Background: an optimization exercise with open tools, aiming at small area. Do not read the settings as production practice.
At most, simulation tests tie the RTL to the original design; equivalence was not proved.
Function not checked in runs 2 and 3: the RTL went through the layout flow alone.
Power and IR drop assume default switching activity.

==> flow/design.v, too long to show whole: its modules and the start of the top module <==
// module D_FF: 13 lines
// module D_FFR: 18 lines
// module D_FFRE: 22 lines
// module DIV_N: 10 lines
// module one_pulse: 12 lines
// module debouncer: 72 lines
// module button_press_unit: 24 lines
// module mcu: 56 lines
// module song_rom: 145 lines
// module song_reader: 88 lines
// module frequency_rom: 81 lines
// module sine_rom: 1045 lines
// module sine_reader: 29 lines
// module note_player: 128 lines
// module beat_generator: 29 lines
// module codec_conditioner: 39 lines
// module music_player: 74 lines
// module music_player_top: 38 lines
module music_player_top(
	 play_button,   
	 next_button,   
	 reset_n,       
	 clk,
	 New_Frame,
	 sample_out,
	 play_led,
	 song_led);
  // ...
==> flow/run.sh <==
#!/bin/bash
# synth_recipe.tcl (not shown) runs the flow's synth.tcl, then flattens the netlist and writes it again
# the make line also repeats each setting of config.mk as NAME=value (left out here)
make -C /OpenROAD-flow-scripts/flow DESIGN_CONFIG=/design/flow/config.mk WORK_HOME=/design/flow/orfs CLKGATE_MAP_FILE= SYNTH_SCRIPT=/design/flow/synth_recipe.tcl finish
==> flow/config.mk <==
export PLATFORM = sky130hd
export DESIGN_NAME = music_player_top
export DESIGN_NICKNAME = music_player_top
export VERILOG_FILES = /design/flow/design.v
export SDC_FILE = /design/flow/constraint.sdc
export NUM_CORES = 8
export LEC_CHECK = 0
export CAP_MARGIN = 20
export CORE_MARGIN = 2
export CORE_UTILIZATION = 30
export SLEW_MARGIN = 20
export SYNTH_MEMORY_MAX_BITS = 32768
==> flow/constraint.sdc <==
create_clock -name core_clock -period 10.0 [get_ports {clk}]
set_input_delay 2.0000 -clock core_clock [delete_from_list [all_inputs] [get_ports {clk}]]
set_output_delay 2.0000 -clock core_clock [all_outputs]
set_load 0.01 [all_outputs]
==> flow_metrics.py, run 1 <==
metrics = {
    "clock_network": {
        "cts_hold_buf": 0,
        "numCtsBuffers": 17,
        "cts_buffer_depth": 2,
        "clkSinkCount": 197,
    },
    "power": {
        "p_comb_w": 0.000195,
        "irDropWorstVdd_uv": 119,
        "top_power_group": "sequential cells",
    },
    "timing": {
        "final-setup-viol-count": 0,
        "timing.hold.ws_ns": 0.380,
        "drv_slew": 0,
        "worst_pin_slew_ns": 1.34,
    },
    "synth": {
        "synthAdderAreaFrac_pct": 4.17,
        "ys_top_cells_by_area": "dfxtp_1 17%, a21oi_1 7.8%, o21ai_0 7.8%",
        "ys_seq_area_share_pct": 19.2,
        "ys_async_sr_fraction_pct": 0,
    },
    "placed_design": {
        "place_congestion": 1.12,
        "dp_hpwl_mm": 85.8,
    },
    "final_layout": {
        "regMostFlops": "music_player_inst.note_player.sine_reader_inst.raw_addr",
        "nonClockBufferCount": 146,
        "clock_buffers": 22,
        "nets": 3030,
        "num-nonclk-inverters": 59,
        "filler_cell_count": 7586,
        "final_area_um2": 23200,
        "drive_gt1_share_pct": 8.08,
    },
    "critical_path": {
        "cp_data_arrival_time_ns": 6.83,
        "r2r_slack_ns": 3.54,
    },
    "run_status": {
        "status": "timing/DRC/antenna clean",
    },
    "global_routing": {
        "first_global_vias": 25400,
    },
    "drt": {
        "drc_errors": 0,
        "wirelength_mm": 131,
    },
    "floorplanning": {
        "start_util_pct": 30.4,
    },
    "hold_path": {
        "holdPathStages": 0,
    },
}
==> module DIV_N, before the edit <==
module DIV_N(clk, reset, out);
    input clk;
    input reset;
    output out;
	 parameter n=17;
	 reg[n-1:0] q;
	 assign out=&q;
    always @(posedge clk)
	 if (reset) q<=0;else q<=q+1;
endmodule
==> module button_press_unit, before the edit <==
module button_press_unit(
   clk,
   reset,
   in,
   out
   );
   parameter WIDTH = 17;
   input clk;
   input reset;
   input in;
   output out;
	wire en;
	DIV_N  #(WIDTH)  div_inst(
	 .clk(clk), 
	 .reset(reset),
    .out(en));
   wire button_sync;
   wire ff1_out;
	D_FF ff1(.clk(clk), .d(in), .q(ff1_out));
   D_FF ff2(.clk(clk), .d(ff1_out), .q(button_sync));
   wire button_debounced;
   debouncer #(3) debounce(.clk(clk), .reset(reset), .en(en), .in(button_sync), .out(button_debounced));
   one_pulse one_pulse(.clk(clk), .in(button_debounced), .out(out));
endmodule
==> module mcu, before the edit <==
module mcu(clk, reset, play_button, next, play, song, reset_play, song_done);
	input clk, reset;
	input song_done, play_button, next;
	output reg play,reset_play;
	output reg [1:0] song;
	parameter RESET = 3'b000, WAIT = 3'b001, NEXT = 3'b011, PLAY = 3'b010, END = 3'b110; 
	reg [2:0] state;
	always @(posedge clk)
	begin
	    if(reset)
	     begin  
		   state <= RESET;
			play <= 0;
			song <= 0;
			reset_play <= 1;
			end
		else
		case(state)
		RESET:
		begin
			reset_play <= 0;
			state <= WAIT;
		end
		WAIT:
		begin
			if(song_done == 1)
				begin 
					state <= END;
					play <= 0;
					reset_play <= 1;
				end	
				else
					if(next == 1)
					begin
					  state <= NEXT;
					  play <= 1;
			        reset_play <= 1;
			        song <= song +1;
					end  
						else
							if(play_button == 0)
							begin
							state <= PLAY;
	                  play <= 1;
			            reset_play <= 0;	
							end
		end
		END,NEXT,PLAY:
		begin
			reset_play <= 0;
			state <= WAIT;
		end
		default:;
		endcase
	end
endmodule
==> module song_rom, before the edit <==
module song_rom (
	clk	,
	dout,
	addr	
	);
	input clk;
	output [11:0] dout;
	input [6:0] addr;
	reg [11:0] memory;
	reg [11:0] dout;
	always @(posedge clk)
		dout <= memory;
	always @(*)
		case (addr)
		7'd0: memory = {6'd49, 6'd12};	 
		7'd1: memory = {6'd1, 6'd8};	 
		7'd2: memory = {6'd51, 6'd12};	 
		7'd3: memory = {6'd3, 6'd8};	 
		7'd4: memory = {6'd52, 6'd12};	 
		7'd5: memory = {6'd4, 6'd8};	 
		7'd6: memory = {6'd54, 6'd12};	 
		7'd7: memory = {6'd6, 6'd8};	 
		7'd8: memory = {6'd56, 6'd12};	 
		7'd9: memory = {6'd8, 6'd8};	 
		7'd10: memory = {6'd57, 6'd12};	 
		7'd11: memory = {6'd9, 6'd8};	 
		7'd12: memory = {6'd59, 6'd12};	 
		7'd13: memory = {6'd11, 6'd8};	 
		7'd14: memory = {6'd13, 6'd12};	 
		7'd15: memory = {6'd25, 6'd8};	 
		7'd16: memory = {6'd15, 6'd12};	 
		7'd17: memory = {6'd27, 6'd8};	 
		7'd18: memory = {6'd16, 6'd12};	 
		7'd19: memory = {6'd28, 6'd8};	 
		7'd20: memory = {6'd18, 6'd12};	 
		7'd21: memory = {6'd30, 6'd8};	 
		7'd22: memory = {6'd20, 6'd12};	 
		7'd23: memory = {6'd32, 6'd8};	 
		7'd24: memory = {6'd21, 6'd12};	 
		7'd25: memory = {6'd33, 6'd8};	 
		7'd26: memory = {6'd23, 6'd12};	 
		7'd27: memory = {6'd35, 6'd8};	 
		7'd28: memory = {6'd37, 6'd0};	 
		7'd29: memory = {6'd37, 6'd0};	 
		7'd30: memory = {6'd0, 6'd0};	 
		7'd31: memory = {6'd0, 6'd0};	 
		7'd32: memory = {6'd35, 6'd36};	 
		7'd33: memory = {6'd42, 6'd36};	 
		7'd34: memory = {6'd38, 6'd54};	 
		7'd35: memory = {6'd37, 6'd18};	 
		7'd36: memory = {6'd35, 6'd18};	 
		7'd37: memory = {6'd38, 6'd18};	 
		7'd38: memory = {6'd37, 6'd18};	 
		7'd39: memory = {6'd35, 6'd18};	 
		7'd40: memory = {6'd34, 6'd18};	 
		7'd41: memory = {6'd37, 6'd18};	 
		7'd42: memory = {6'd30, 6'd36};	 
		7'd43: memory = {6'd35, 6'd18};	 
		7'd44: memory = {6'd30, 6'd18};	 
		7'd45: memory = {6'd37, 6'd18};	 
		7'd46: memory = {6'd30, 6'd18};	 
		7'd47: memory = {6'd38, 6'd18};	 
		7'd48: memory = {6'd37, 6'd9};	 
		7'd49: memory = {6'd35, 6'd9};	 
		7'd50: memory = {6'd37, 6'd18};	 
		7'd51: memory = {6'd30, 6'd18};	 
		7'd52: memory = {6'd35, 6'd18};	 
		7'd53: memory = {6'd30, 6'd9};	 
		7'd54: memory = {6'd35, 6'd9};	 
		7'd55: memory = {6'd37, 6'd18};	 
		7'd56: memory = {6'd30, 6'd9};	 
		7'd57: memory = {6'd37, 6'd9};	 
		7'd58: memory = {6'd38, 6'd18};	 
		7'd59: memory = {6'd37, 6'd9};	 
		7'd60: memory = {6'd35, 6'd9};	 
		7'd61: memory = {6'd37, 6'd9};	 
		7'd62: memory = {6'd30, 6'd9};	 
		7'd63: memory = {6'd42, 6'd9};	 
		7'd64: memory = {6'd43, 6'd6};	 
		7'd65: memory = {6'd44, 6'd8};	 
		7'd66: memory = {6'd0, 6'd34};	 
		7'd67: memory = {6'd46, 6'd6};	 
		7'd68: memory = {6'd47, 6'd8};	 
		7'd69: memory = {6'd0, 6'd34};	 
		7'd70: memory = {6'd43, 6'd6};	 
		7'd71: memory = {6'd44, 6'd8};	 
		7'd72: memory = {6'd0, 6'd10};	 
		7'd73: memory = {6'd46, 6'd6};	 
		7'd74: memory = {6'd47, 6'd8};	 
		7'd75: memory = {6'd0, 6'd10};	 
		7'd76: memory = {6'd52, 6'd6};	 
		7'd77: memory = {6'd51, 6'd8};	 
		7'd78: memory = {6'd0, 6'd10};	 
		7'd79: memory = {6'd44, 6'd6};	 
		7'd80: memory = {6'd47, 6'd8};	 
		7'd81: memory = {6'd0, 6'd10};	 
		7'd82: memory = {6'd51, 6'd6};	 
		7'd83: memory = {6'd50, 6'd56};	 
		7'd84: memory = {6'd49, 6'd8};	 
		7'd85: memory = {6'd47, 6'd8};	 
		7'd86: memory = {6'd44, 6'd8};	 
		7'd87: memory = {6'd42, 6'd8};	 
		7'd88: memory = {6'd44, 6'd40};	 
		7'd89: memory = {6'd0, 6'd60};	 
		7'd90: memory = {6'd43, 6'd6};	 
		7'd91: memory = {6'd44, 6'd14};	 
		7'd92: memory = {6'd0, 6'd28};	 
		7'd93: memory = {6'd46, 6'd6};	 
		7'd94: memory = {6'd47, 6'd16};	 
		7'd95: memory = {6'd0, 6'd26};	 
		7'd96: memory = {6'd0, 6'd0};	 
		7'd97: memory = {6'd0, 6'd0};	 
		7'd98: memory = {6'd0, 6'd0};	 
		7'd99: memory = {6'd0, 6'd0};	 
		7'd100: memory = {6'd0, 6'd0};	 
		7'd101: memory = {6'd0, 6'd0};	 
		7'd102: memory = {6'd0, 6'd0};	 
		7'd103: memory = {6'd0, 6'd0};	 
		7'd104: memory = {6'd0, 6'd0};	 
		7'd105: memory = {6'd0, 6'd0};	 
		7'd106: memory = {6'd0, 6'd0};	 
		7'd107: memory = {6'd0, 6'd0};	 
		7'd108: memory = {6'd0, 6'd0};	 
		7'd109: memory = {6'd0, 6'd0};	 
		7'd110: memory = {6'd0, 6'd0};	 
		7'd111: memory = {6'd0, 6'd0};	 
		7'd112: memory = {6'd0, 6'd0};	 
		7'd113: memory = {6'd0, 6'd0};	 
		7'd114: memory = {6'd0, 6'd0};	 
		7'd115: memory = {6'd0, 6'd0};	 
		7'd116: memory = {6'd0, 6'd0};	 
		7'd117: memory = {6'd0, 6'd0};	 
		7'd118: memory = {6'd0, 6'd0};	 
		7'd119: memory = {6'd0, 6'd0};	 
		7'd120: memory = {6'd0, 6'd0};	 
		7'd121: memory = {6'd0, 6'd0};	 
		7'd122: memory = {6'd0, 6'd0};	 
		7'd123: memory = {6'd0, 6'd0};	 
		7'd124: memory = {6'd0, 6'd0};	 
		7'd125: memory = {6'd0, 6'd0};	 
		7'd126: memory = {6'd0, 6'd0};	 
		7'd127: memory = {6'd0, 6'd0};	 
		default: memory = 12'd0;
		endcase
endmodule
==> module song_reader, before the edit <==
module song_reader
(
clk,
reset,
play,
song,
song_done,
note,
duration,
new_note,
note_done
);
input clk, reset, play, note_done;
input [1:0] song;
output wire [5:0] note;
output wire [5:0] duration;
output wire song_done;
output reg new_note;
reg [1:0] state;
wire [11:0] sig;
reg [6:0] sound_addr;
reg [6:0] real_addr;
reg song_temp_done;
parameter RESET=2'b00, NEW_NOTE=2'b01, WAIT=2'b11, NEXT_NOTE=2'b10;
always @(posedge clk)
begin
	if(reset)
	begin
		state <= RESET;
	end
	else
	case(state)
		RESET:
		begin
			new_note <=0;
			sound_addr <= 0;
			real_addr <= 0;
			song_temp_done <= 1;
			if(play == 1)
				state <= NEW_NOTE;
			else
				state <= RESET;
		end
		NEW_NOTE:
		begin
			new_note <= 1;
			sound_addr <= sound_addr + 1;
			real_addr <= sound_addr + song * 32;
			if(sound_addr == 31)
			begin
				song_temp_done <= 1;
				sound_addr <= 0;
			end
			else
				song_temp_done <= 0;
			state <= WAIT;
		end
		WAIT:
		begin
			new_note <= 0;
			if(play == 1)
				begin
					if(note_done == 1)
						state <= NEXT_NOTE;
					else
						state <= WAIT;
				end
			else
				begin
					state <= RESET;
				end
		end
		NEXT_NOTE:
		begin
			new_note <= 0;
			state <= NEW_NOTE;
		end
		default:
		begin
			state <= RESET;
		end
	endcase 
end
song_rom new_rom(.clk(clk), .dout(sig), .addr(real_addr));
one_pulse song_end_pulse(.clk(clk), .in(song_temp_done), .out(song_done));
assign note = sig[11:6];
assign duration = sig[5:0];
endmodule
==> module frequency_rom, before the edit <==
module frequency_rom (
	clk	,
	dout	,
	addr	
	);
	input clk;
	output [19:0] dout;
	input [5:0] addr;
	reg [19:0] memory;
	reg [19:0] dout;
	always @(posedge clk)
		dout <= memory;
	always @(*)
		case (addr)
		6'd0: memory = {10'd0, 10'd0};	 
		6'd1: memory = {10'd9, 10'd395};	 
		6'd2: memory = {10'd9, 10'd963};	 
		6'd3: memory = {10'd10, 10'd573};	 
		6'd4: memory = {10'd11, 10'd182};	 
		6'd5: memory = {10'd11, 10'd838};	 
		6'd6: memory = {10'd12, 10'd557};	 
		6'd7: memory = {10'd13, 10'd275};	 
		6'd8: memory = {10'd14, 10'd81};	 
		6'd9: memory = {10'd14, 10'd912};	 
		6'd10: memory = {10'd15, 10'd805};	 
		6'd11: memory = {10'd16, 10'd742};	 
		6'd12: memory = {10'd17, 10'd723};	 
		6'd13: memory = {10'd18, 10'd791};	 
		6'd14: memory = {10'd19, 10'd903};	 
		6'd15: memory = {10'd21, 10'd122};	 
		6'd16: memory = {10'd22, 10'd365};	 
		6'd17: memory = {10'd23, 10'd652};	 
		6'd18: memory = {10'd25, 10'd90};	 
		6'd19: memory = {10'd26, 10'd551};	 
		6'd20: memory = {10'd28, 10'd163};	 
		6'd21: memory = {10'd29, 10'd800};	 
		6'd22: memory = {10'd31, 10'd587};	 
		6'd23: memory = {10'd33, 10'd461};	 
		6'd24: memory = {10'd35, 10'd423};	 
		6'd25: memory = {10'd37, 10'd559};	 
		6'd26: memory = {10'd39, 10'd783};	 
		6'd27: memory = {10'd42, 10'd245};	 
		6'd28: memory = {10'd44, 10'd731};	 
		6'd29: memory = {10'd47, 10'd281};	 
		6'd30: memory = {10'd50, 10'd180};	 
		6'd31: memory = {10'd53, 10'd79};	 
		6'd32: memory = {10'd56, 10'd327};	 
		6'd33: memory = {10'd59, 10'd576};	 
		6'd34: memory = {10'd63, 10'd150};	 
		6'd35: memory = {10'd66, 10'd922};	 
		6'd36: memory = {10'd70, 10'd846};	 
		6'd37: memory = {10'd75, 10'd95};	 
		6'd38: memory = {10'd79, 10'd543};	 
		6'd39: memory = {10'd84, 10'd491};	 
		6'd40: memory = {10'd89, 10'd439};	 
		6'd41: memory = {10'd94, 10'd562};	 
		6'd42: memory = {10'd100, 10'd360};	 
		6'd43: memory = {10'd106, 10'd158};	 
		6'd44: memory = {10'd112, 10'd655};	 
		6'd45: memory = {10'd119, 10'd128};	 
		6'd46: memory = {10'd126, 10'd300};	 
		6'd47: memory = {10'd133, 10'd821};	 
		6'd48: memory = {10'd141, 10'd669};	 
		6'd49: memory = {10'd150, 10'd191};	 
		6'd50: memory = {10'd159, 10'd62};	 
		6'd51: memory = {10'd168, 10'd983};	 
		6'd52: memory = {10'd178, 10'd879};	 
		6'd53: memory = {10'd189, 10'd101};	 
		6'd54: memory = {10'd200, 10'd720};	 
		6'd55: memory = {10'd212, 10'd316};	 
		6'd56: memory = {10'd225, 10'd286};	 
		6'd57: memory = {10'd238, 10'd256};	 
		6'd58: memory = {10'd252, 10'd600};	 
		6'd59: memory = {10'd267, 10'd619};	 
		6'd60: memory = {10'd283, 10'd314};	 
		6'd61: memory = {10'd300, 10'd382};	 
		6'd62: memory = {10'd318, 10'd125};	 
		6'd63: memory = {10'd337, 10'd942};	 
		default: memory = 20'd0;
		endcase
endmodule
==> module sine_reader, before the edit <==
module sine_reader(clk, reset, step_size, generate_next_sample, new_sample_ready, sample_out);
	input clk, reset, generate_next_sample;
	output new_sample_ready;
	input  [19:0] step_size;
	output [15:0] sample_out;
	reg	[21:0] raw_addr;
   reg [9:0] final_addr;
	wire [15:0] sample_temp_out;
   always @ (posedge clk)
      begin
         if ( reset )
            raw_addr <= {22{1'b0}};
         else if(generate_next_sample == 1)
            raw_addr <= raw_addr + step_size;
         else
            raw_addr <= raw_addr;
        if(raw_addr[20] == 1)
           begin
              if(raw_addr[19:10] == 0)
                 final_addr <= 1023;
              else
                 final_addr <= ~raw_addr[19:10] + 1;
           end
        else
           final_addr <= raw_addr[19:10];
     end
	sine_rom rom(.clk(clk), .dout(sample_out), .addr(final_addr), .i(raw_addr[21]));
	D_FFRE _sample_ready(.d(generate_next_sample), .en(1), .r(0), .clk(clk), .q(new_sample_ready));
endmodule
==> module note_player, before the edit <==
module note_player(
   clk,
   reset,
   play_enable,
   note_to_load,
   duration_to_load,
   done_with_note,
   load_new_note,
   beat,
   generate_next_sample,
   sample_out,
   new_sample_ready);
   input clk;
   input reset;
   input play_enable;
   input [5:0] note_to_load;
   input [5:0] duration_to_load;
   input load_new_note;
   output done_with_note;
   input beat;
   input generate_next_sample;
   output [15:0] sample_out;
   output new_sample_ready;
	wire[19:0] step_size;
	reg [5:0] count_number;
	sine_reader  sine_reader_inst(
   .clk(clk),
   .reset(reset),
    .step_size(step_size),
   .generate_next_sample(generate_next_sample), 
   .new_sample_ready(new_sample_ready),
   .sample_out(sample_out)
   );
	parameter RESET=0,PLAY=1,LOAD=2,DONE=3;
	reg [1:0] state;
	reg   done_with_note;
	reg   timer_clear;
	reg timer_done;
	reg[5:0] note;
	always @( posedge clk)
	begin
		 if (reset)	  
		     begin
    		    state<=RESET;
			    note<=6'b0;
				 done_with_note<=0;
				 timer_clear<=1;
			end
		 else
		 case (state)
		 	 RESET,LOAD,DONE:
			       if (~play_enable) 
					     begin 
							state<=RESET;
							note<=6'b0;
							done_with_note<=0;
				         timer_clear<=1;
						  end
					 else if(~load_new_note)	
					          begin 
							     state<=PLAY; 
								  done_with_note<=0;
				              timer_clear<=0;
							    end
					      else 
 							    begin 
								  state<=LOAD;
								  note<=note_to_load;
                          done_with_note<=0;
				              timer_clear<=1;
								 end
			 PLAY:
			      if(timer_done)  
					   begin 
						  state<=DONE;
						  note<=note_to_load;
						  done_with_note<=1;
				        timer_clear<=1;
					end
				 else if (~play_enable) 
					     begin 
							state<=RESET;
							note<=6'b0;
							done_with_note<=0;
				         timer_clear<=1;
						  end
					 else if(~load_new_note)	
					          begin 
							     state<=PLAY; 
								  done_with_note<=0;
				              timer_clear<=0;
							    end
					      else 
 							    begin 
								  state<=LOAD;
								  note<=note_to_load;
                          done_with_note<=0;
				              timer_clear<=1;
								 end
		    default: 
			   begin 
			    state<=RESET;
			    note<=6'b0;
				 done_with_note<=0;
				 timer_clear<=1;
				end
		endcase
		if(timer_clear)
		begin
			count_number <= 0;
			timer_done <= 0;
		end
		else
		begin
			if(beat)
				count_number <= count_number + 1;
				timer_done <= 0;
			if(count_number == duration_to_load)
			begin
				count_number <= 0;
				timer_done <= 1;
			end
			else
			   timer_done <= 0;
		end
	end
			frequency_rom rom_inst(.clk(clk), .dout(step_size), .addr(note));
	endmodule
==> module beat_generator, before the edit <==
module beat_generator(clk, ci,co,clear);
	parameter CounterBits = 3;
	parameter N = 5;
	input clk, ci;
	input clear;
	reg[CounterBits-1:0] count;	
   output reg co;
	always @(posedge clk)
	begin
	    if(clear)
	       begin
	          count <=0;
	          co <= 0;
	       end
	    else
	       begin 
	         if(~ci)
	            count <= count;
	         else
	         begin   
	            if((count+1) == N)
	               count <= 0;
	            else
	               count <= count +1;
	         end
	     co <= ci && (count == N-1);
	   end
	end
endmodule
==> module codec_conditioner, before the edit <==
module codec_conditioner(
   clk, reset,
   new_sample_in,
	latch_new_sample_in, 
   valid_sample,
   New_Frame,
	generate_next_sample );
   input clk;
   input reset;
   input [15:0] new_sample_in;
   input latch_new_sample_in;
   output generate_next_sample;
   input New_Frame;
   output [15:0] valid_sample;
   wire previous_new_frame;
   D_FFRE #(1) New_Frame_state(
      .clk(clk),
      .r(reset),
      .en(1'b1),
      .d(New_Frame),
      .q(previous_new_frame));
   assign generate_next_sample = New_Frame && ~previous_new_frame;
   wire [15:0] next_sample_latched;
   D_FFRE #(16) next_sample_latch(
      .clk(clk),
      .r(reset),
      .en(latch_new_sample_in),
      .d(new_sample_in),
      .q(next_sample_latched) );
   wire [15:0] latched_current_sample;
   D_FFRE #(16) current_sample_latch(
      .clk(clk),
      .r(reset),
      .en(generate_next_sample),
      .d(next_sample_latched),
      .q(latched_current_sample)   );
   assign valid_sample = (generate_next_sample) ? next_sample_latched 
	                                             : latched_current_sample;
endmodule
==> module music_player, before the edit <==
module music_player(
   clk,
   reset,
   play_button,
   next,       
   New_Frame, 
   sample_out,
  	play,
	song );
   parameter BEAT_COUNT = 1000;
   input clk;
   input reset;
   input play_button;
   input next;
   input New_Frame;
   output [15:0] sample_out;
   output play;
	output[1:0]song;
   wire reset_play;
   wire song_done;
   mcu mcu(
      .clk(clk),
      .reset(reset),
      .play_button(play_button),
      .next(next),
      .play(play),
      .reset_play(reset_play),
      .song(song),
      .song_done(song_done)  );
   wire [5:0] note_to_play;
   wire [5:0] duration_for_note;
   wire new_note;
   wire note_done;
   song_reader song_reader(
      .clk(clk),
      .reset(reset || reset_play),
      .play(play),
      .song(song),
      .song_done(song_done),
      .note(note_to_play),
      .duration(duration_for_note),
      .new_note(new_note),
      .note_done(note_done) );
   wire beat;
   wire generate_next_sample;
   wire [15:0] note_sample;
   wire note_sample_ready;
   note_player note_player(
      .clk(clk),
      .reset(reset || reset_play),
      .play_enable(play),
      .note_to_load(note_to_play),
      .duration_to_load(duration_for_note),
      .load_new_note(new_note),
      .done_with_note(note_done),
      .beat(beat),
      .generate_next_sample(generate_next_sample),
      .sample_out(note_sample),
      .new_sample_ready(note_sample_ready)	     );
   beat_generator #(.N(1000),.CounterBits(10)) beat_generator(
      .clk(clk),
      .ci(generate_next_sample),
      .co(beat),
      .clear(reset));
    wire new_sample_generated = generate_next_sample;
    codec_conditioner codec_conditioner(
       .clk(clk),
       .reset(reset),
       .new_sample_in(note_sample),
       .latch_new_sample_in(note_sample_ready),
       .generate_next_sample(generate_next_sample),
       .New_Frame(New_Frame),
       .valid_sample(sample_out) );
endmodule
==> run 2, diff against run 1 <==
==> flow/design.v (replaced) <==
module D_FF 
(
d,  
clk, 
q);
parameter WIDTH = 1;
input clk;
input [WIDTH-1:0] d;
output [WIDTH-1:0] q;
reg [WIDTH-1:0] q;
always @ (posedge clk) 
q <= d;
endmodule
module rca(a, b, ci, s, co);
   parameter W = 8;
   input [W-1:0] a, b;
   input ci;
   output [W-1:0] s;
   output co;
   wire [W:0] c;
   assign c[0] = ci;
   genvar i;
   generate for (i = 0; i < W; i = i + 1) begin : bit_
      assign s[i] = a[i] ^ b[i] ^ c[i];
      assign c[i+1] = (a[i] & b[i]) | (c[i] & (a[i] ^ b[i]));
   end endgenerate
   assign co = c[W];
endmodule
module inc(a, ci, s);
   parameter W = 8;
   input [W-1:0] a;
   input ci;
   output [W-1:0] s;
   wire [W:0] c;
   assign c[0] = ci;
   genvar i;
   generate for (i = 0; i < W; i = i + 1) begin : bit_
      assign s[i] = a[i] ^ c[i];
      assign c[i+1] = a[i] & c[i];
   end endgenerate
endmodule
module DIV_N(clk, reset, out);
   input clk;
   input reset;
   output out;
   parameter n = 17;
   reg [n-1:0] q;
   wire [n-1:0] q1;
   inc #(n) u_inc(.a(q), .ci(1'b1), .s(q1));
   assign out = &q;
   always @(posedge clk)
      if (reset) q <= 0; else q <= q1;
endmodule
module button_press_unit(clk, reset, in, out);
   input clk;
   input reset;
   input in;
   output out;
   reg ff1, ff2;
   always @(posedge clk) begin
      ff1 <= in;
      ff2 <= ff1;
   end
   wire en;
   DIV_N #(17) div_inst(.clk(clk), .reset(reset), .out(en));
   reg [1:0] state;
   reg [2:0] timer;
   wire timer_done = &timer;
   wire timer_clr = ~state[0];
   wire [2:0] timer1;
   inc #(3) u_tinc(.a(timer), .ci(1'b1), .s(timer1));
   always @(posedge clk) begin
      if (reset | timer_clr) timer <= 3'd0;
      else if (en) timer <= timer1;
      if (reset) state <= 2'b00;
      else case (state)
         2'b00: if (~ff2) state <= 2'b01;
         2'b01: if (timer_done) state <= 2'b10;
         2'b10: if (ff2) state <= 2'b11;
         2'b11: if (timer_done) state <= 2'b00;
      endcase
   end
   wire debounced = state[0] | state[1];
   reg last;
   always @(posedge clk) last <= debounced;
   assign out = debounced & ~last;
endmodule
module mcu(clk, reset, play_button, next, play, song, reset_play, song_done);
   input clk, reset;
   input song_done, play_button, next;
   output reg play, reset_play;
   output reg [1:0] song;
   reg waiting;
   always @(posedge clk) begin
      if (reset) begin
         waiting <= 1'b0;
         play <= 1'b0;
         song <= 2'd0;
         reset_play <= 1'b1;
      end else if (~waiting) begin
         waiting <= 1'b1;
         reset_play <= 1'b0;
      end else if (song_done) begin
         waiting <= 1'b0;
         play <= 1'b0;
         reset_play <= 1'b1;
      end else if (next) begin
         waiting <= 1'b0;
         play <= 1'b1;
         reset_play <= 1'b1;
         song <= {song[1] ^ song[0], ~song[0]};
      end else if (~play_button) begin
         waiting <= 1'b0;
         play <= 1'b1;
         reset_play <= 1'b0;
      end
   end
endmodule
module song_rom(dout, addr);
  output [11:0] dout;
  input [6:0] addr;
  assign dout =
    (addr[6] ?
      (addr[5] ?
        12'h0 :
        (addr[4] ?
          (addr[3] ?
            (addr[2] ?
              (addr[1] ?
                (addr[0] ?
                  12'h1a :
                  12'hbd0) :
                (addr[0] ?
                  12'hb86 :
                  12'h1c)) :
              (addr[1] ?
                (addr[0] ?
                  12'hb0e :
                  12'hac6) :
                (addr[0] ?
                  12'h3c :
                  12'hb28))) :
            (addr[2] ?
              (addr[1] ?
                (addr[0] ?
                  12'ha88 :
                  12'hb08) :
                (addr[0] ?
                  12'hbc8 :
                  12'hc48)) :
              (addr[1] ?
                (addr[0] ?
                  12'hcb8 :
                  12'hcc6) :
                (addr[0] ?
                  12'ha :
                  12'hbc8)))) :
          (addr[3] ?
            (addr[2] ?
              (addr[1] ?
                (addr[0] ?
                  12'hb06 :
                  12'ha) :
                (addr[0] ?
                  12'hcc8 :
                  12'hd06)) :
              (addr[1] ?
                (addr[0] ?
                  12'ha :
                  12'hbc8) :
                (addr[0] ?
                  12'hb86 :
                  12'ha))) :
            (addr[2] ?
              (addr[1] ?
                (addr[0] ?
                  12'hb08 :
                  12'hac6) :
                (addr[0] ?
                  12'h22 :
                  12'hbc8)) :
              (addr[1] ?
                (addr[0] ?
                  12'hb86 :
                  12'h22) :
                (addr[0] ?
                  12'hb08 :
                  12'hac6)))))) :
      (addr[5] ?
        (addr[4] ?
          (addr[3] ?
            (addr[2] ?
              (addr[1] ?
                (addr[0] ?
                  12'ha89 :
                  12'h789) :
                (addr[0] ?
                  12'h949 :
                  12'h8c9)) :
              (addr[1] ?
                (addr[0] ?
                  12'h949 :
                  12'h992) :
                (addr[0] ?
                  12'h949 :
                  12'h789))) :
            (addr[2] ?
              (addr[1] ?
                (addr[0] ?
                  12'h952 :
                  12'h8c9) :
                (addr[0] ?
                  12'h789 :
                  12'h8d2)) :
              (addr[1] ?
                (addr[0] ?
                  12'h792 :
                  12'h952) :
                (addr[0] ?
                  12'h8c9 :
                  12'h949)))) :
          (addr[3] ?
            (addr[2] ?
              (addr[1] ?
                (addr[0] ?
                  12'h992 :
                  12'h792) :
                (addr[0] ?
                  12'h952 :
                  12'h792)) :
              (addr[1] ?
                (addr[0] ?
                  12'h8d2 :
                  12'h7a4) :
                (addr[0] ?
                  12'h952 :
                  12'h892))) :
            (addr[2] ?
              (addr[1] ?
                (addr[0] ?
                  12'h8d2 :
                  12'h952) :
                (addr[0] ?
                  12'h992 :
                  12'h8d2)) :
              (addr[1] ?
                (addr[0] ?
                  12'h952 :
                  12'h9b6) :
                (addr[0] ?
                  12'haa4 :
                  12'h8e4))))) :
        (addr[4] ?
          (addr[3] ?
            (addr[2] ?
              (addr[1] ?
                12'h0 :
                12'h940) :
              (addr[1] ?
                (addr[0] ?
                  12'h8c8 :
                  12'h5cc) :
                (addr[0] ?
                  12'h848 :
                  12'h54c))) :
            (addr[2] ?
              (addr[1] ?
                (addr[0] ?
                  12'h808 :
                  12'h50c) :
                (addr[0] ?
                  12'h788 :
                  12'h48c)) :
              (addr[1] ?
                (addr[0] ?
                  12'h708 :
                  12'h40c) :
                (addr[0] ?
                  12'h6c8 :
                  12'h3cc)))) :
          (addr[3] ?
            (addr[2] ?
              (addr[1] ?
                (addr[0] ?
                  12'h648 :
                  12'h34c) :
                (addr[0] ?
                  12'h2c8 :
                  12'hecc)) :
              (addr[1] ?
                (addr[0] ?
                  12'h248 :
                  12'he4c) :
                (addr[0] ?
                  12'h208 :
                  12'he0c))) :
            (addr[2] ?
              (addr[1] ?
                (addr[0] ?
                  12'h188 :
                  12'hd8c) :
                (addr[0] ?
                  12'h108 :
                  12'hd0c)) :
              (addr[1] ?
                (addr[0] ?
                  12'hc8 :
                  12'hccc) :
                (addr[0] ?
                  12'h48 :
                  12'hc4c)))))));
endmodule
module song_reader(clk, reset, play, song, song_done, note, duration, new_note, note_done);
   input clk, reset, play, note_done;
   input [1:0] song;
   output [5:0] note;
   output [5:0] duration;
   output song_done;
   output reg new_note;
   localparam RESET = 2'b00, NEW_NOTE = 2'b01, WAIT = 2'b11, NEXT_NOTE = 2'b10;
   reg [1:0] state;
   reg [4:0] sound_m1;       
   reg song_temp_done;
   reg ld_zero, ld_note;     
   reg [1:0] song_d;         
   reg [6:0] rom_addr;       
   wire [4:0] sound_p1;
   inc #(5) u_sinc(.a(sound_m1), .ci(1'b1), .s(sound_p1));
   always @(posedge clk) begin
      ld_zero <= ~reset & (state == RESET);
      ld_note <= ~reset & (state == NEW_NOTE);
      song_d <= song;
      if (ld_zero) rom_addr <= 7'd0;
      else if (ld_note) rom_addr <= {song_d, sound_m1};
      if (reset)
         state <= RESET;
      else case (state)
         RESET: begin
            new_note <= 1'b0;
            sound_m1 <= 5'd31;
            song_temp_done <= 1'b1;
            if (play) state <= NEW_NOTE;
         end
         NEW_NOTE: begin
            new_note <= 1'b1;
            sound_m1 <= sound_p1;
            song_temp_done <= (sound_m1 == 5'd30);
            state <= WAIT;
         end
         WAIT: begin
            new_note <= 1'b0;
            if (~play) state <= RESET;
            else if (note_done) state <= NEXT_NOTE;
         end
         NEXT_NOTE: begin
            new_note <= 1'b0;
            state <= NEW_NOTE;
         end
      endcase
   end
   wire [11:0] sig;
   song_rom new_rom(.dout(sig), .addr(rom_addr));
   assign note = sig[11:6];
   assign duration = sig[5:0];
   reg std_last;
   always @(posedge clk) std_last <= song_temp_done;
   assign song_done = song_temp_done & ~std_last;
endmodule
module frequency_rom(dout, addr);
  output [19:0] dout;
  input [5:0] addr;
  assign dout =
    (addr[5] ?
      (addr[4] ?
        (addr[3] ?
          (addr[2] ?
            (addr[1] ?
              (addr[0] ?
                20'h547ae :
                20'h4f87d) :
              (addr[0] ?
                20'h4b17e :
                20'h46d3a)) :
            (addr[1] ?
              (addr[0] ?
                20'h42e6b :
                20'h3f258) :
              (addr[0] ?
                20'h3b900 :
                20'h3851e))) :
          (addr[2] ?
            (addr[1] ?
              (addr[0] ?
                20'h3513c :
                20'h322d0) :
              (addr[0] ?
                20'h2f465 :
                20'h2cb6f)) :
            (addr[1] ?
              (addr[0] ?
                20'h2a3d7 :
                20'h27c3e) :
              (addr[0] ?
                20'h258bf :
                20'h2369d)))) :
        (addr[3] ?
          (addr[2] ?
            (addr[1] ?
              (addr[0] ?
                20'h21735 :
                20'h1f92c) :
              (addr[0] ?
                20'h1dc80 :
                20'h1c28f)) :
            (addr[1] ?
              (addr[0] ?
                20'h1a89e :
                20'h19168) :
              (addr[0] ?
                20'h17a32 :
                20'h165b7))) :
          (addr[2] ?
            (addr[1] ?
              (addr[0] ?
                20'h151eb :
                20'h13e1f) :
              (addr[0] ?
                20'h12c5f :
                20'h11b4e)) :
            (addr[1] ?
              (addr[0] ?
                20'h10b9a :
                20'hfc96) :
              (addr[0] ?
                20'hee40 :
                20'he147))))) :
      (addr[4] ?
        (addr[3] ?
          (addr[2] ?
            (addr[1] ?
              (addr[0] ?
                20'hd44f :
                20'hc8b4) :
              (addr[0] ?
                20'hbd19 :
                20'hb2db)) :
            (addr[1] ?
              (addr[0] ?
                20'ha8f5 :
                20'h9f0f) :
              (addr[0] ?
                20'h962f :
                20'h8da7))) :
          (addr[2] ?
            (addr[1] ?
              (addr[0] ?
                20'h85cd :
                20'h7e4b) :
              (addr[0] ?
                20'h7720 :
                20'h70a3)) :
            (addr[1] ?
              (addr[0] ?
                20'h6a27 :
                20'h645a) :
              (addr[0] ?
                20'h5e8c :
                20'h596d)))) :
        (addr[3] ?
          (addr[2] ?
            (addr[1] ?
              (addr[0] ?
                20'h547a :
                20'h4f87) :
              (addr[0] ?
                20'h4b17 :
                20'h46d3)) :
            (addr[1] ?
              (addr[0] ?
                20'h42e6 :
                20'h3f25) :
              (addr[0] ?
                20'h3b90 :
                20'h3851))) :
          (addr[2] ?
            (addr[1] ?
              (addr[0] ?
                20'h3513 :
                20'h322d) :
              (addr[0] ?
                20'h2f46 :
                20'h2cb6)) :
            (addr[1] ?
              (addr[0] ?
                20'h2a3d :
                20'h27c3) :
              (addr[0] ?
                20'h258b :
                20'h0))))));
endmodule
module sine_rom(seg, sel, coef);
  input [3:0] seg;
  input [1:0] sel;
  output [19:0] coef;
  wire [5:0] addr = {seg, sel};
  assign coef =
    (addr[5] ?
      (addr[4] ?
        (addr[3] ?
          (addr[2] ?
            (addr[1] ?
              (addr[0] ?
                20'hfb13c :
                20'h9cf8) :
              (addr[0] ?
                20'hfb240 :
                20'hfff7c)) :
            (addr[1] ?
              (addr[0] ?
                20'hec826 :
                20'h133e6) :
              (addr[0] ?
                20'hfb697 :
                20'hffe9b))) :
          (addr[2] ?
            (addr[1] ?
              (addr[0] ?
                20'hd4da6 :
                20'h1beec) :
              (addr[0] ?
                20'hfbdee :
                20'hffdaa)) :
            (addr[1] ?
              (addr[0] ?
                20'hb5045 :
                20'h238d4) :
              (addr[0] ?
                20'hfc7af :
                20'hffce3)))) :
        (addr[3] ?
          (addr[2] ?
            (addr[1] ?
              (addr[0] ?
                20'h8e39a :
                20'h29cce) :
              (addr[0] ?
                20'hfd3c7 :
                20'hffc1a)) :
            (addr[1] ?
              (addr[0] ?
                20'h61f7c :
                20'h2e707) :
              (addr[0] ?
                20'hfe1b0 :
                20'hffb69))) :
          (addr[2] ?
            (addr[1] ?
              (addr[0] ?
                20'h31f21 :
                20'h314c9) :
              (addr[0] ?
                20'hff082 :
                20'hffb13)) :
            (addr[1] ?
              (addr[0] ?
                20'hfffe0 :
                20'h32438) :
              (addr[0] ?
                20'hffff8 :
                20'hffae2))))) :
      (addr[4] ?
        (addr[3] ?
          (addr[2] ?
            (addr[1] ?
              (addr[0] ?
                20'hfb13c :
                20'h9cf8) :
              (addr[0] ?
                20'hfb240 :
                20'hfff7c)) :
            (addr[1] ?
              (addr[0] ?
                20'hec826 :
                20'h133e6) :
              (addr[0] ?
                20'hfb697 :
                20'hffe9b))) :
          (addr[2] ?
            (addr[1] ?
              (addr[0] ?
                20'hd4da6 :
                20'h1beec) :
              (addr[0] ?
                20'hfbdee :
                20'hffdaa)) :
            (addr[1] ?
              (addr[0] ?
                20'hb5045 :
                20'h238d4) :
              (addr[0] ?
                20'hfc7af :
                20'hffce3)))) :
        (addr[3] ?
          (addr[2] ?
            (addr[1] ?
              (addr[0] ?
                20'h8e39a :
                20'h29cce) :
              (addr[0] ?
                20'hfd3c7 :
                20'hffc1a)) :
            (addr[1] ?
              (addr[0] ?
                20'h61f7c :
                20'h2e707) :
              (addr[0] ?
                20'hfe1b0 :
                20'hffb69))) :
          (addr[2] ?
            (addr[1] ?
              (addr[0] ?
                20'h31f21 :
                20'h314c9) :
              (addr[0] ?
                20'hff082 :
                20'hffb13)) :
            (addr[1] ?
              (addr[0] ?
                20'h11 :
                20'h32438) :
              (addr[0] ?
                20'hffff8 :
                20'hffae2))))));
endmodule
module sine_reader(clk, reset, rst_phase, step_size, gen, sample);
   input clk, reset, rst_phase, gen;
   input [19:0] step_size;
   output [15:0] sample;
   reg rst_d;
   reg [21:0] acc_phase;
   wire [21:0] phase_next;
   rca #(22) u_padd(.a(rst_d ? 22'd0 : acc_phase), .b(gen ? {2'b00, step_size} : 22'd0), .ci(1'b0), .s(phase_next), .co());
   always @(posedge clk) begin
      rst_d <= rst_phase;
      acc_phase <= phase_next;
   end
   reg sgn;
   reg [10:0] idx;
   always @(posedge clk)
      if (reset) begin
         sgn <= 1'b0;
         idx <= 11'd0;
      end else if (gen) begin
         sgn <= acc_phase[21] & ~rst_d;
         idx <= acc_phase[20:10];
      end
   wire h = idx[10];
   wire [10:0] n;
   inc #(11) u_ninc(.a({1'b0, idx[9:0] ^ {10{h}}}), .ci(h), .s(n));
   wire [3:0] seg = n[10:7];
   wire [6:0] x = n[6:0];
   reg [1:0] stage;
   reg [2:0] sub;
   reg [18:0] acc;
   reg [18:0] p;
   wire done = (stage == 2'd3) & (sub == 3'd0);
   wire [19:0] coef;
   sine_rom coef_rom(.seg(seg), .sel(stage), .coef(coef));
   wire [7:0] xs = {x, 1'b0};
   wire xbit = xs[sub];
   wire [19:0] opb = (sub == 3'd0) ? coef : (xbit ? {acc[18], acc} : 20'd0);
   wire [19:0] sum;
   rca #(20) u_add(.a({p[18], p}), .b(opb), .ci(1'b0), .s(sum), .co());
   wire [4:0] cnt1;
   inc #(5) u_cinc(.a({stage, sub}), .ci(1'b1), .s(cnt1));
   always @(posedge clk)
      if (reset | gen) begin
         stage <= 2'd0;
         sub <= 3'd0;
         p <= 19'd0;
      end else if (~done) begin
         {stage, sub} <= cnt1;
         if (sub == 3'd0) begin
            acc <= sum[18:0];
            p <= 19'd0;
         end else
            p <= sum[19:1];
      end
   assign sample = {sgn, sum[19:5] ^ {15{sgn}}};
endmodule
module note_player(clk, reset, play_enable, note_to_load, duration_to_load,
                   done_with_note, load_new_note, beat, step_size);
   input clk;
   input reset;
   input play_enable;
   input [5:0] note_to_load;
   input [5:0] duration_to_load;
   input load_new_note;
   output reg done_with_note;
   input beat;
   output [19:0] step_size;
   reg playing;
   reg timer_done;
   reg [5:0] note;
   reg [5:0] note_d;
   reg [5:0] count_number;
   wire [5:0] count_p;
   inc #(6) u_cinc(.a(count_number), .ci(beat), .s(count_p));
   always @(posedge clk) begin
      note_d <= note;
      if (reset) begin
         playing <= 1'b0;
         note <= 6'd0;
         done_with_note <= 1'b0;
      end else if (playing & timer_done) begin
         playing <= 1'b0;
         note <= note_to_load;
         done_with_note <= 1'b1;
      end else if (~play_enable) begin
         playing <= 1'b0;
         note <= 6'd0;
         done_with_note <= 1'b0;
      end else if (~load_new_note) begin
         playing <= 1'b1;
         done_with_note <= 1'b0;
      end else begin
         playing <= 1'b0;
         note <= note_to_load;
         done_with_note <= 1'b0;
      end
      if (~playing) begin
         count_number <= 6'd0;
         timer_done <= 1'b0;
      end else if (count_number == duration_to_load) begin
         count_number <= 6'd0;
         timer_done <= 1'b1;
      end else begin
         count_number <= count_p;
         timer_done <= 1'b0;
      end
   end
   frequency_rom rom_inst(.dout(step_size), .addr(note_d));
endmodule
module beat_generator(clk, ci, co, clear);
   parameter CounterBits = 3;
   parameter N = 5;
   input clk, ci;
   input clear;
   reg [CounterBits-1:0] count;
   output reg co;
   wire [CounterBits-1:0] count1;
   inc #(CounterBits) u_inc(.a(count), .ci(1'b1), .s(count1));
   always @(posedge clk)
      if (clear) begin
         count <= 0;
         co <= 1'b0;
      end else begin
         if (ci) count <= (count == N-1) ? 0 : count1;
         co <= ci && (count == N-1);
      end
endmodule
module codec_conditioner(clk, reset, new_sample_in, generate_next_sample, New_Frame, valid_sample);
   input clk;
   input reset;
   input [15:0] new_sample_in;
   output generate_next_sample;
   input New_Frame;
   output [15:0] valid_sample;
   reg previous_new_frame;
   reg [15:0] current;
   always @(posedge clk) begin
      previous_new_frame <= reset ? 1'b0 : New_Frame;
      if (reset) current <= 16'd0;
      else if (generate_next_sample) current <= new_sample_in;
   end
   assign generate_next_sample = New_Frame & ~previous_new_frame;
   assign valid_sample = generate_next_sample ? new_sample_in : current;
endmodule
module music_player(clk, reset, play_button, next, New_Frame, sample_out, play, song);
   input clk;
   input reset;
   input play_button;
   input next;
   input New_Frame;
   output [15:0] sample_out;
   output play;
   output [1:0] song;
   wire reset_play;
   wire song_done;
   mcu mcu(.clk(clk), .reset(reset), .play_button(play_button), .next(next),
      .play(play), .reset_play(reset_play), .song(song), .song_done(song_done));
   wire rst_play = reset | reset_play;
   wire [5:0] note_to_play;
   wire [5:0] duration_for_note;
   wire new_note;
   wire note_done;
   song_reader song_reader(.clk(clk), .reset(rst_play), .play(play), .song(song),
      .song_done(song_done), .note(note_to_play), .duration(duration_for_note),
      .new_note(new_note), .note_done(note_done));
   wire beat;
   wire gen;
   wire [19:0] step_size;
   note_player note_player(.clk(clk), .reset(rst_play), .play_enable(play),
      .note_to_load(note_to_play), .duration_to_load(duration_for_note),
      .load_new_note(new_note), .done_with_note(note_done), .beat(beat),
      .step_size(step_size));
   wire [15:0] note_sample;
   sine_reader sine_reader(.clk(clk), .reset(reset), .rst_phase(rst_play),
      .step_size(step_size), .gen(gen), .sample(note_sample));
   beat_generator #(.N(1000), .CounterBits(10)) beat_generator(.clk(clk),
      .ci(gen), .co(beat), .clear(reset));
   codec_conditioner codec_conditioner(.clk(clk), .reset(reset),
      .new_sample_in(note_sample), .generate_next_sample(gen),
      .New_Frame(New_Frame), .valid_sample(sample_out));
endmodule
module music_player_top(
	 play_button,   
	 next_button,   
	 reset_n,       
	 clk,
	 New_Frame,
	 sample_out,
	 play_led,
	 song_led);
	input 	clk;
	input 	play_button;
	input 	next_button;
	input    reset_n;
	input  New_Frame;
	output [15:0] sample_out;
	wire reset = ~reset_n;
	output [1:0] song_led;
	output play_led;
	wire next;
	button_press_unit next_button_press_unit(
	   .clk(clk),
	   .reset(reset),
	   .in(next_button),
	   .out(next));
	wire play;
	wire[1:0]song;
	music_player music_player_inst(
      .clk(clk),
      .reset(reset),
      .play_button(play_button),
      .next(next), 
      .New_Frame(New_Frame), 
      .sample_out(sample_out),
  	   .play(play),
		.song(song));
  assign	play_led=~play;
  assign song_led=~song;  
   endmodule
==> flow/config.mk (replaced) <==
export PLATFORM = sky130hd
export DESIGN_NAME = music_player_top
export DESIGN_NICKNAME = music_player_top
export VERILOG_FILES = /design/flow/design.v
export SDC_FILE = /design/flow/constraint.sdc
export NUM_CORES = 8
export LEC_CHECK = 0
export ABC_AREA = 1
export CAP_MARGIN = 20
export CORE_MARGIN = 2
export CORE_UTILIZATION = 40
export SLEW_MARGIN = 20
==> flow_metrics.py, run 2 <==
metrics = {
    "drt": {
        "vias_per_cell": 5.22,
        "vias": 10800,
        "drc_errors": 0,
        "wirelength_mm": 32.1,
        "drt_iter0_drc": 1021,
        "first_pass_iters": 6,
        "wl_per_cell_um": 15.5,
        "ant_nets": 0,
    },
    "synth": {
        "synth-seq-cells": 178,
        "synth_top_cell_area_share_pct": 26.6,
        "synth_largest_area_cell": "dfxtp_1",
        "syn-num-nets": 1678,
        "ys_seq_area_share_pct": 33.4,
        "yosysWarnings": 8,
        "synth_edf_count": 26,
        "yosysUniqueCellTypes": 55,
        "ys_async_sr_fraction_pct": 0,
        "ys.flop_type": "dfxtp_1",
        "syn_area_um2": 11400,
        "synth_commonest_cells": "370 x nand2_1, 185 x inv_1, 152 x dfxtp_1",
        "syn_inst": 1557,
        "ys_top_cells_by_area": "dfxtp_1 27%, nand2_1 12%, ha_1 8.8%",
        "avgSynthCellArea_um2": 7.34,
        "synth_most_common_cell": "nand2_1",
    },
    "global_routing": {
        "track_usage_pct": 21.5,
        "grt_max_degree": 39,
        "grt-ovfl-total": 0,
        "grt_pass1_wl_mm": 53.0,
        "first_global_vias": 10200,
        "antenna_found_initial": 0,
    },
    "timing": {
        "post-route-period-util_pct": 120,
        "fmax_mhz": 83.0,
        "worst_pin_slew_ns": 0.928,
        "timing.final.ws_setup_ns": -2.05,
        "min_period_ns": 12.05,
        "drv_slew": 0,
        "hold_viol": 0,
        "relSlewSlack_pct": 38.1,
        "skew_ns": 0.0302,
        "rsz0062_at_grt": "yes",
        "timing.hold.ws_ns": 0.329,
        "final-setup-viol-count": 7,
        "setup_tns_ns": -8.14,
    },
    "power": {
        "total_power_w": 0.00189,
        "powerDensity_nw_per_um2": 137,
        "irDropWorstVdd_uv": 102,
        "leakage_nw": 6.28,
    },
    "clock_network": {
        "clkSinkCount": 178,
        "worstSkewPairLatency_ns": 0.45,
        "numCtsBuffers": 17,
        "cts_hold_buf": 0,
        "path_clk_slew_ns": 0.07,
        "cts-root-buf": "clkbuf_16",
        "cts_tree": "yes",
        "cts_htree_levels": 4,
        "cts_buffer_depth": 2,
    },
    "final_layout": {
        "syn_to_final_growth_pct": 20.7,
        "insertedDiodeCount": 0,
        "filler_cell_count": 2772,
        "final_core_util_pct": 49.4,
        "largest_reg_flops": 22,
        "layout_common_cells": "366 x nand2_1, 175 x inv_1, 149 x dfxtp_1",
        "nets": 1793,
        "final_common_cell": "nand2_1",
        "regMostFlops": "music_player_inst.sine_reader.acc_phase",
        "drive_gt1_share_pct": 17.4,
        "top_regs": "music_player_inst.sine_reader.acc_phase: 22 flops, music_player_inst.sine_reader.acc: 19 flops, music_player_inst.sine_reader.p: 19 flops",
    },
    "critical_path": {
        "cp_slowest_stage_delay_ns": 0.37,
        "worstSetupEndpointType": "primary output",
        "path_class": "register to primary output",
        "worstPathRequired_ns": 8.00,
        "cpMostUsedCell": "fa_2",
        "path_max_fanout": 4,
        "cp_slowest_cell": "dfxtp_4",
        "cp_data_arrival_time_ns": 10.05,
        "worstSetupStartpointType": "register",
    },
    "floorplanning": {
        "die_y_um": 173,
        "die_area_um2": 30000,
        "num_rows": 61,
        "ios": 24,
        "fp.coreArea_um2": 27900,
        "start_util_pct": 40.9,
        "die_w_um": 173,
    },
    "placed_design": {
        "io_buffers": 23,
        "place_congestion": 0.909,
        "pre_cts_ws_ns": -2.25,
        "dp_hpwl_mm": 23.6,
    },
    "hold_path": {
        "hp-class": "register to register",
    },
    "flow_run": {
        "max_cap_violations": 0,
    },
    "run_status": {
        "failed_checks": "negative setup slack",
        "status": "finished with violations",
    },
}
[run 2: cell count changes after synthesis, moves of 47 or more]
cell	before	now
a31oi_1	77	27
nand2_1	321	370
nor3_1	101	11
o21ai_0	335	98
inv_1	54	185
nor2_1	218	124
clkbuf_1	172	34
a21oi_1	335	77
buf_2	104	21
o211ai_1	72	23
a211oi_1	60	13
and2_1	52	0
[run 2: repair_timing]
action	4_1_cts	5_1_grt
cloned	0	0
resized for setup	52	12
setup endpoints to repair	11	11
pin swaps	11	3
setup buffers	6	1
[run 2: metal layers]
layer / routed length (µm) / up-vias / track usage (%)
li1: - / 5390 / -
met1: 15600 / 5014 / 31.1
met2: 14200 / 307 / 33.7
met3: 1700 / 49 / 3.03
met4: 512 / 0 / 5.58
met5: 0 / - / 0
[run 2: final cells by class]
class,instances,area [µm²],share of cell area (%)
clock buffers,17,425,3.08
inverters,198,746,5.40
repair buffers,166,1280,9.25
clock inverters,15,220,1.60
well taps,378,473,3.43
flip-flops and latches,178,3830,27.7
multi-input cells,1111,6830,49.5
[run 2: cell families (layout without fill, tap and decap cells)]
family / Yosys count / in the layout / share of synthesized area [%]
flops: 178 / 178 / 33.4
fa+ha+maj: 116 / 116 / 15.1
xor+xnor: 18 / 18 / 1.38
simple gates: 677 / 677 / 25.1
compound gates: 300 / 300 / 15.6
buf+inv: 268 / 396 / 9.39
[run 2: worst paths after layout]
check | start | to | slack, ns | cells past startpoint
hold reg to reg | next_button_press_unit.ff1$_DFF_P_ | next_button_press_unit.ff2$_DFF_P_ | 0.33 | 0
setup / recovery | music_player_inst.sine_reader.idx[10]$_SDFFE_PN0P_ | sample_out[14] | -2.05 | 44
setup reg to reg | music_player_inst.sine_reader.idx[10]$_SDFFE_PN0P_ | music_player_inst.codec_conditioner.current[14]$_SDFF_PN0_ | 0.41 | 44
hold / removal | next_button_press_unit.ff1$_DFF_P_ | next_button_press_unit.ff2$_DFF_P_ | 0.33 | 0
[run 2: report_power, final]
part           internal (W)  switching, W  total, W
clock network      0.000351      0.000366  0.000717
registers          0.000773     0.0000311  0.000804
logic              0.000141      0.000230  0.000370
total               0.00126      0.000627   0.00189
[run 2: worst max-delay path, delay by kind of cell, from the launching register on]
kind | cells | cell delay [ns]
compound gates | 4 | 0.55
xor+xnor | 1 | 0.15
fa+ha+maj | 28 | 7.69
buf+inv | 6 | 0.41
flops | 1 | 0.37
simple gates | 5 | 0.43
[run 2: stage by stage]
| step | instance area, µm² | instances |
|---|---|---|
| after floorplan | 11700 | 1557 |
| after global placement | 13000 | 2024 |
| after detailed placement | 13000 | 2024 |
| after CTS | 13800 | 2062 |
| after global routing | 13800 | 2063 |
| final | 13800 | 2063 |
==> run 3, diff against run 2 <==
--- a/flow/design.v
+++ b/flow/design.v
@@ -44,12 +44,12 @@
    input reset;
    output out;
    parameter n = 17;
-   reg [n-1:0] q;
-   wire [n-1:0] q1;
-   inc #(n) u_inc(.a(q), .ci(1'b1), .s(q1));
-   assign out = &q;
+   reg [16:0] q;
+   wire low_zero = ~|q[15:0];
+   assign out = q[16] & low_zero;
    always @(posedge clk)
-      if (reset) q <= 0; else q <= q1;
+      if (reset) q <= 17'd0;
+      else q <= {q[15:0], q[16] ^ q[13] ^ low_zero};
 endmodule
 module button_press_unit(clk, reset, in, out);
    input clk;
@@ -639,36 +639,36 @@
    reg rst_d;
    reg [21:0] acc_phase;
    wire [21:0] phase_next;
-   rca #(22) u_padd(.a(rst_d ? 22'd0 : acc_phase), .b(gen ? {2'b00, step_size} : 22'd0), .ci(1'b0), .s(phase_next), .co());
+   rca #(22) u_padd(.a(rst_d ? 22'd0 : acc_phase), .b(gen ? {2'b00, step_size} : 22'd0),
+                    .ci(1'b0), .s(phase_next), .co());
    always @(posedge clk) begin
       rst_d <= rst_phase;
       acc_phase <= phase_next;
    end
+   wire h = acc_phase[20];
+   wire [10:0] n_next;
+   inc #(11) u_ninc(.a({1'b0, acc_phase[19:10] ^ {10{h}}}), .ci(h), .s(n_next));
    reg sgn;
-   reg [10:0] idx;
+   reg [10:0] n;
    always @(posedge clk)
       if (reset) begin
          sgn <= 1'b0;
-         idx <= 11'd0;
+         n <= 11'd0;
       end else if (gen) begin
          sgn <= acc_phase[21] & ~rst_d;
-         idx <= acc_phase[20:10];
+         n <= n_next;
       end
-   wire h = idx[10];
-   wire [10:0] n;
-   inc #(11) u_ninc(.a({1'b0, idx[9:0] ^ {10{h}}}), .ci(h), .s(n));
    wire [3:0] seg = n[10:7];
-   wire [6:0] x = n[6:0];
+   wire [7:0] xs = {n[6:0], 1'b0};
    reg [1:0] stage;
    reg [2:0] sub;
    reg [18:0] acc;
    reg [18:0] p;
-   wire done = (stage == 2'd3) & (sub == 3'd0);
+   wire done = (stage == 2'd3) & (sub == 3'd1);
+   wire load = (sub == 3'd0) & (stage != 2'd3);
    wire [19:0] coef;
    sine_rom coef_rom(.seg(seg), .sel(stage), .coef(coef));
-   wire [7:0] xs = {x, 1'b0};
-   wire xbit = xs[sub];
-   wire [19:0] opb = (sub == 3'd0) ? coef : (xbit ? {acc[18], acc} : 20'd0);
+   wire [19:0] opb = (sub == 3'd0) ? coef : (xs[sub] ? {acc[18], acc} : 20'd0);
    wire [19:0] sum;
    rca #(20) u_add(.a({p[18], p}), .b(opb), .ci(1'b0), .s(sum), .co());
    wire [4:0] cnt1;
@@ -680,13 +680,13 @@
          p <= 19'd0;
       end else if (~done) begin
          {stage, sub} <= cnt1;
-         if (sub == 3'd0) begin
+         if (load) begin
             acc <= sum[18:0];
             p <= 19'd0;
          end else
             p <= sum[19:1];
       end
-   assign sample = {sgn, sum[19:5] ^ {15{sgn}}};
+   assign sample = {sgn, p[18:4] ^ {15{sgn}}};
 endmodule
 module note_player(clk, reset, play_enable, note_to_load, duration_to_load,
                    done_with_note, load_new_note, beat, step_size);
@@ -742,21 +742,20 @@
    frequency_rom rom_inst(.dout(step_size), .addr(note_d));
 endmodule
 module beat_generator(clk, ci, co, clear);
-   parameter CounterBits = 3;
-   parameter N = 5;
+   parameter CounterBits = 10;
+   parameter N = 1000;
    input clk, ci;
    input clear;
-   reg [CounterBits-1:0] count;
    output reg co;
-   wire [CounterBits-1:0] count1;
-   inc #(CounterBits) u_inc(.a(count), .ci(1'b1), .s(count1));
+   reg [9:0] count;
+   wire last = (count == 10'h2b2);
    always @(posedge clk)
       if (clear) begin
-         count <= 0;
+         count <= 10'd0;
          co <= 1'b0;
       end else begin
-         if (ci) count <= (count == N-1) ? 0 : count1;
-         co <= ci && (count == N-1);
+         if (ci) count <= last ? 10'd0 : {count[8:0], ~(count[9] ^ count[6])};
+         co <= ci & last;
       end
 endmodule
 module codec_conditioner(clk, reset, new_sample_in, generate_next_sample, New_Frame, valid_sample);
@@ -770,8 +769,7 @@
    reg [15:0] current;
    always @(posedge clk) begin
       previous_new_frame <= reset ? 1'b0 : New_Frame;
-      if (reset) current <= 16'd0;
-      else if (generate_next_sample) current <= new_sample_in;
+      current <= reset ? 16'd0 : valid_sample;
    end
    assign generate_next_sample = New_Frame & ~previous_new_frame;
    assign valid_sample = generate_next_sample ? new_sample_in : current;
--- a/flow/config.mk
+++ b/flow/config.mk
@@ -6,7 +6,7 @@
 export NUM_CORES = 8
 export LEC_CHECK = 0
 export ABC_AREA = 1
-export CAP_MARGIN = 20
+export CAP_MARGIN = 0
 export CORE_MARGIN = 2
 export CORE_UTILIZATION = 40
-export SLEW_MARGIN = 20
+export SLEW_MARGIN = 0
==> flow_metrics.py, run 3 <==
metrics = {
    "final_layout": {
        "largest_reg_flops": 22,
        "top_regs": "music_player_inst.sine_reader.acc_phase: 22 flops, music_player_inst.sine_reader.acc: 19 flops, music_player_inst.sine_reader.p: 19 flops",
        "final_cells": 1905,
        "final_common_cell": "nand2_1",
        "nets": 1617,
        "drive_gt1_share_pct": 7.31,
        "filler_cell_count": 2749,
        "insertedDiodeCount": 0,
        "regMostFlops": "music_player_inst.sine_reader.acc_phase",
        "syn_to_final_growth_pct": 10.8,
        "layout_common_cells": "406 x nand2_1, 163 x inv_1, 149 x dfxtp_1",
        "final_area_um2": 12300,
    },
    "hold_path": {
        "hp-class": "register to register",
        "holdPathStages": 0,
        "worstHoldStart": "music_player_inst.mcu.song[1]$_SDFFE_PN0P_",
        "hold_end": "music_player_inst.song_reader.song_d[1]$_DFF_P_",
    },
    "synth": {
        "synth_top_cell_area_share_pct": 27.4,
        "avgSynthCellArea_um2": 7.34,
        "yosysUniqueCellTypes": 54,
        "syn_inst": 1510,
        "ys_seq_area_share_pct": 34.5,
        "synth-seq-cells": 178,
        "ys_top_cells_by_area": "dfxtp_1 27%, nand2_1 14%, edfxtp_1 7.0%",
        "syn-num-nets": 1607,
        "synth_commonest_cells": "407 x nand2_1, 165 x inv_1, 152 x dfxtp_1",
        "synth_largest_area_cell": "dfxtp_1",
        "ys_async_sr_fraction_pct": 0,
        "synth_most_common_cell": "nand2_1",
        "syn_area_um2": 11100,
        "synth_edf_count": 26,
        "ys.flop_type": "dfxtp_1",
        "yosysWarnings": 8,
    },
    "drt": {
        "wirelength_mm": 29.9,
        "wl_per_cell_um": 15.7,
        "routed.top_layer": "met4",
        "vias": 10100,
        "vias_per_cell": 5.28,
        "wl_met3_mm": 1.76,
        "drt_iter0_drc": 886,
        "wl_met2_mm": 13.2,
        "ant_nets": 0,
        "wl_met1_mm": 14.2,
        "drc_errors": 0,
        "first_pass_iters": 5,
    },
    "clock_network": {
        "path_clk_slew_ns": 0.06,
        "worstSkewPairLatency_ns": 0.44,
        "cts-root-buf": "clkbuf_16",
        "cts_tree": "yes",
        "numCtsBuffers": 17,
        "clkSinkCount": 178,
        "cts_buffer_depth": 2,
        "cts_htree_levels": 4,
    },
    "critical_path": {
        "worstSetupStartpointType": "input port",
        "cp_slowest_cell": "clkdlybuf4s50_1",
        "rr_endpoint": "music_player_inst.sine_reader.p[18]$_SDFFE_PP0N_",
        "path_max_fanout": 2,
        "worstSetupEndpointType": "register",
        "reg2reg_from": "music_player_inst.sine_reader.stage[0]$_SDFFE_PP0N_",
        "cp_slowest_stage_delay_ns": 0.50,
        "crit_family": "adder cells",
        "cp_data_arrival_time_ns": 10.03,
        "worstPathRequired_ns": 10.32,
        "path_class": "input port to register",
        "r2r_cells": 32,
        "cpMostUsedCell": "fa_1",
        "r2r_slack_ns": 0.62,
        "path_buf_inv": 5,
    },
    "floorplanning": {
        "start_util_pct": 40.9,
        "num_rows": 60,
        "die_w_um": 170,
        "die_area_um2": 29100,
        "fp.coreArea_um2": 27100,
        "ios": 24,
        "die_y_um": 170,
    },
    "placed_design": {
        "place_congestion": 0.958,
        "io_buffers": 23,
        "post-place-cells": 1870,
        "dp_hpwl_mm": 22.7,
        "place_area_um2": 11700,
    },
    "global_routing": {
        "grt_pass1_wl_mm": 49.5,
        "first_global_vias": 9515,
        "track_usage_pct": 21.4,
        "grt_max_degree": 41,
        "antenna_found_initial": 0,
        "grt-ovfl-total": 0,
    },
    "timing": {
        "fmax_mhz": 103,
        "skew_ns": 0.0123,
        "min_period_ns": 9.71,
        "final-setup-viol-count": 0,
        "rsz0062_at_grt": "no",
        "timing.hold.ws_ns": 0.354,
        "hold_viol": 0,
        "relSlewSlack_pct": 39.6,
        "worst_pin_slew_ns": 0.903,
        "post-route-period-util_pct": 97.1,
        "drv_slew": 0,
    },
    "power": {
        "irDropWorstVdd_uv": 146,
        "powerDensity_nw_per_um2": 143,
        "leakage_nw": 5.50,
    },
    "flow_run": {
        "max_cap_violations": 0,
    },
    "run_status": {
        "status": "timing/DRC/antenna clean",
    },
}
## run 3: area by class of cell
type	instances	area (µm²)	share of cell area (%)
clock buffer	18	429	3.49
clock inverter	14	154	1.25
inverter	180	692	5.63
multi-input combinational	1089	6260	50.9
sequential	178	3830	31.1
tap	372	465	3.79
timing repair buffer	54	463	3.77
## run 3: metal layers
layer,vias up,GRT usage [%]
met4,0,8.06
li1,4982,-
met1,4620,29.7
met3,73,3.26
met2,385,33.7
met5,-,0
## run 3: stage by stage
step           utilization (%)  TNS [ns]  setup slack, ns  total power [W]
3_3_place_gp              43.0     -1.38           -0.449          0.00111
2_1_floorplan                -         0           0.0197          0.00102
4_1_cts                   45.2         0           0.0388          0.00178
3_5_place_dp              43.0     -1.74           -0.543          0.00110
6_report                  45.3         0            0.294          0.00176
5_1_grt                   45.3         0          0.00310          0.00185
## run 3: worst max-delay path by stage
stage	endpoint	depth (start not counted)	startpoint	slack, ns
floorplan	music_player_inst.sine_reader.acc_phase[20]$_DFF_P_	28	New_Frame	0.02
global placement	music_player_inst.sine_reader.acc_phase[20]$_DFF_P_	28	New_Frame	-0.45
detailed placement	music_player_inst.sine_reader.acc_phase[20]$_DFF_P_	28	New_Frame	-0.54
CTS	music_player_inst.sine_reader.acc_phase[20]$_DFF_P_	28	New_Frame	0.04
global route	music_player_inst.sine_reader.p[18]$_SDFFE_PP0N_	32	music_player_inst.sine_reader.stage[0]$_SDFFE_PP0N_	0.003
finish	music_player_inst.sine_reader.acc_phase[20]$_DFF_P_	28	New_Frame	0.29
## run 3: kinds of logic after synthesis
kind of cell | share of synthesized area [%]
buffers and inverters | 9.30
DFF | 34.5
AOI/OAI and AO/OA | 16.3
adders and majority gates | 12.8
xor gates and xnor gates | 2.29
and+or+nand+nor | 24.8
## run 3: what timing repair did
item | in CTS | in global routing
hold buffers | 0 | 0
setup endpoints to repair | 2 | 5
setup buffers | 0 | 3
pin swaps | 0 | 0
gates resized for setup | 2 | 12
## run 3: report_power, final
part           internal (W)  switching [W]  leakage [nW]
Clock              0.000372       0.000297         0.285
Sequential         0.000766      0.0000341          1.46
Combinational      0.000100       0.000192          3.76
Total               0.00124       0.000523          5.50

## afterwards: timing with drivers on the ports
No port has a modelled driver above. Below, the same layouts with a new extraction and two added sets of constraints. Step 1, drivers: a clkbuf_16 drives clk and a buf_2 each remaining input, both assumed. Step 2, shift: input delay + t, output delay - t, t = (earliest + latest rising clock arrival at the registers) / 2. This alone moves slack from input paths to output paths. Slacks: ideal / step 1 / step 2; pairs: ideal / step 1.
run | shift t [ns] | setup WS [ns] | hold slack, ns | clock arrival spread, ns | cell pins on the clock port's net
run 1 | 0.516 | 3.538 / 3.538 / 3.538 | 0.380 / 0.380 / 0.380 | 0.045 / 0.045 | 1
run 2 | 0.487 | -2.049 / -2.098 / -1.611 | 0.329 / 0.329 / 0.329 | 0.031 / 0.030 | 1
run 3 | 0.482 | 0.294 / 0.312 / -0.170 | 0.354 / 0.354 / 0.354 | 0.013 / 0.013 | 1
Met with ideal ports but missed after step 2: setup timing in run 3. The setup slack of run 3, which loses most, moves by +0.018 ns with the drivers and by -0.464 ns with both steps.
